What follows belongs to an exercise in optimizing a design on an open flow for small area; a production flow would make more cautious choices. The RTL was checked by simulation tests, not by an equivalence proof against the original design. Power and IR drop assume default switching activity. The clock port is modelled as an ideal driver; clocking choices that lean on that would not hold on a real chip.

==> module tx_fifo, before the edit <==
module tx_fifo (
		input CLK, RST, RD, WR,
		input  [7:0] DIN,
		output [7:0] RDATA,
		output NOT_EMPTY, FULL
	);
	reg [7:0] ring [0:248];
	reg [7:0] q [0:7];
	reg [7:0] head;
	reg [2:0] qw, qr;
	reg [3:0] qc;          
	reg [7:0] wpp, rpp;    
	reg [8:0] cnt;         
	wire [7:0] qhead = q[qr];
	wire ring_empty = (cnt == {5'd0, qc});
	wire ring_full = (wpp == rpp) & ~ring_empty;
	wire at_ins = (&wpp[2:0]) | (&wpp[7:3]);
	wire aligned = at_ins & ~ring_full;
	wire xfer = (|qc) & aligned;
	wire deq = xfer | (RD & ring_empty);
	wire at_ext = ~|rpp[2:0];
	wire [7:0] ext = ring[{rpp[7:3], 3'b000}];
	assign RDATA = ring_empty ? qhead : (at_ext ? ext : head);
	assign NOT_EMPTY = |cnt;
	assign FULL = cnt[8];
	always@(posedge CLK) begin
		ring[0] <= (ring[248] & {8{~(aligned & (&wpp[7:3]))}}) | (qhead & {8{xfer & (&wpp[7:3])}});
		if (WR) q[qw] <= DIN;
		if (at_ext) head <= ext;
	end
	genvar i;
	generate
		for (i = 1; i < 249; i = i + 1) begin : rot
			if (i % 8 == 0) begin : ins
				always@(posedge CLK)
					ring[i] <= (ring[i-1] & {8{~(aligned & (&wpp[2:0]) & (wpp[7:3] == i / 8 - 1))}}) | (qhead & {8{xfer & (&wpp[2:0]) & (wpp[7:3] == i / 8 - 1)}});
			end else begin : sh
				always@(posedge CLK) ring[i] <= ring[i-1];
			end
		end
	endgenerate
	always@(posedge CLK or negedge RST) begin
		if (~RST) begin
			qw <= 3'd0;
			qr <= 3'd0;
			qc <= 4'd0;
			wpp <= 8'd0;
			rpp <= 8'd0;
			cnt <= 9'd0;
		end else begin
			if (WR) qw <= qw + 3'd1;
			if (deq) qr <= qr + 3'd1;
			qc <= qc + {3'd0, WR} - {3'd0, deq};
			if (~deq) wpp <= (&wpp[7:3]) ? 8'd0 : wpp + 8'd1;
			if (~RD) rpp <= (&rpp[7:3]) ? 8'd0 : rpp + 8'd1;
			cnt <= cnt + {8'd0, WR} - {8'd0, RD};
		end
	end
endmodule
export LEC_CHECK = 0
export CAP_MARGIN = 10
export CORE_MARGIN = 2
export CORE_UTILIZATION = 50
export CTS_BUF_LIST = sky130_fd_sc_hd__clkbuf_16
export CTS_CLUSTER_DIAMETER = 100
export CTS_CLUSTER_SIZE = 30
export PLACE_DENSITY = 0.65
export SLEW_MARGIN = 10
create_clock -name core_clock -period 10.0 [get_ports {CLK}]
standard.sh (not shown) runs the stock make flow with config.mk's settings and CLKGATE_MAP_FILE= SYNTH_SCRIPT=/design/flow/synth_recipe.tcl, a recipe that flattens the netlist after the stock synthesis.
==> flow/flow/run.sh <==
#!/bin/bash
# Layout flow: the standard flow (standard.sh) unchanged, with two settings
# passed through the environment to the ORFS scripts:
#  - ports are buffered with the smallest buffer, sky130_fd_sc_hd__buf_1;
#  - clock tree synthesis does not add dummy loads.
# The whole output of the flow goes to flow_run.log in this folder; each ORFS
# step also keeps its own log under orfs/logs.
set -o pipefail
export BUFFER_PORTS_ARGS="-buffer_cell sky130_fd_sc_hd__buf_1"
export CTS_ARGS="-sink_clustering_enable -repair_clock_nets -dont_use_dummy_load -buf_list sky130_fd_sc_hd__clkbuf_16 -sink_clustering_size 30 -sink_clustering_max_diameter 100"
bash standard.sh > flow_run.log 2>&1
The first run finished with timing, DRC and antenna clean.
Then changed:
--- a/flow/design.v
+++ b/flow/design.v
@@ -128,7 +128,7 @@
 		output [7:0] RDATA,
 		output NOT_EMPTY, FULL
 	);
-	reg [7:0] ring [0:248];
+	reg [7:0] ring [0:255];
 	reg [7:0] q [0:7];
 	reg [7:0] head;
 	reg [2:0] qw, qr;
@@ -136,28 +136,26 @@
 	reg [7:0] wpp, rpp;    
 	reg [8:0] cnt;         
 	wire [7:0] qhead = q[qr];
+	wire xfer = (|qc) & (&wpp[2:0]);
 	wire ring_empty = (cnt == {5'd0, qc});
-	wire ring_full = (wpp == rpp) & ~ring_empty;
-	wire at_ins = (&wpp[2:0]) | (&wpp[7:3]);
-	wire aligned = at_ins & ~ring_full;
-	wire xfer = (|qc) & aligned;
 	wire deq = xfer | (RD & ring_empty);
 	wire at_ext = ~|rpp[2:0];
 	wire [7:0] ext = ring[{rpp[7:3], 3'b000}];
 	assign RDATA = ring_empty ? qhead : (at_ext ? ext : head);
 	assign NOT_EMPTY = |cnt;
 	assign FULL = cnt[8];
+	wire aligned = &wpp[2:0] & ((|qc) | ~cnt[8]);
 	always@(posedge CLK) begin
-		ring[0] <= (ring[248] & {8{~(aligned & (&wpp[7:3]))}}) | (qhead & {8{xfer & (&wpp[7:3])}});
+		ring[0] <= (ring[255] & {8{~(aligned & (wpp[7:3] == 5'd31))}}) | (qhead & {8{xfer & (wpp[7:3] == 5'd31)}});
 		if (WR) q[qw] <= DIN;
 		if (at_ext) head <= ext;
 	end
 	genvar i;
 	generate
-		for (i = 1; i < 249; i = i + 1) begin : rot
+		for (i = 1; i < 256; i = i + 1) begin : rot
 			if (i % 8 == 0) begin : ins
 				always@(posedge CLK)
-					ring[i] <= (ring[i-1] & {8{~(aligned & (&wpp[2:0]) & (wpp[7:3] == i / 8 - 1))}}) | (qhead & {8{xfer & (&wpp[2:0]) & (wpp[7:3] == i / 8 - 1)}});
+					ring[i] <= (ring[i-1] & {8{~(aligned & (wpp[7:3] == i / 8 - 1))}}) | (qhead & {8{xfer & (wpp[7:3] == i / 8 - 1)}});
 			end else begin : sh
 				always@(posedge CLK) ring[i] <= ring[i-1];
 			end
@@ -175,8 +173,8 @@
 			if (WR) qw <= qw + 3'd1;
 			if (deq) qr <= qr + 3'd1;
 			qc <= qc + {3'd0, WR} - {3'd0, deq};
-			if (~deq) wpp <= (&wpp[7:3]) ? 8'd0 : wpp + 8'd1;
-			if (~RD) rpp <= (&rpp[7:3]) ? 8'd0 : rpp + 8'd1;
+			if (~deq) wpp <= wpp + 8'd1;
+			if (~RD) rpp <= rpp + 8'd1;
 			cnt <= cnt + {8'd0, WR} - {8'd0, RD};
 		end
 	end
What happened: The changed run completed with no timing, DRC or antenna violations; via count rises by about 2.8%; setup slack is worse by 210 ps; maximum frequency goes down by 4.7%; first-iteration DRC count fell by about 5%; synthesized area rises by 0.86%; total power rises by 3.0%; non-clock buffer count came out lower by 10; wire length barely changes; flip-flop and latch count goes up by 56.

-- separate check: timing with driven ports --
How much do the figures lean on ideal ports? The routed layouts below were timed once more, with nothing changed but the port constraints. Step 1 sets driving cells, clkbuf_16 on the clock port and buf_2 on the other inputs (assumed; they add their load-dependent delay and slew). Step 2, shift: input delay + t, output delay - t, t = (earliest + latest rising clock arrival at the registers) / 2. This alone moves slack from input paths to output paths. Three values: ideal, step 1, step 2; two values: the first two.
| run | shift t [ns] | setup slack, ns | hold slack, ns | worst setup path after step 2 |
|---|---|---|---|---|
| the first run | 0.911 | 5.796 / 5.796 / 5.463 | 0.238 / 0.238 / 0.238 | input to register |
| the second run | 0.889 | 5.591 / 5.591 / 4.873 | 0.246 / 0.246 / 0.246 | input to register |
After both steps setup and hold are still met in every run listed. For the second run, which loses most, drivers alone change the setup slack by 0.000 ns; drivers and shift together by -0.718 ns.
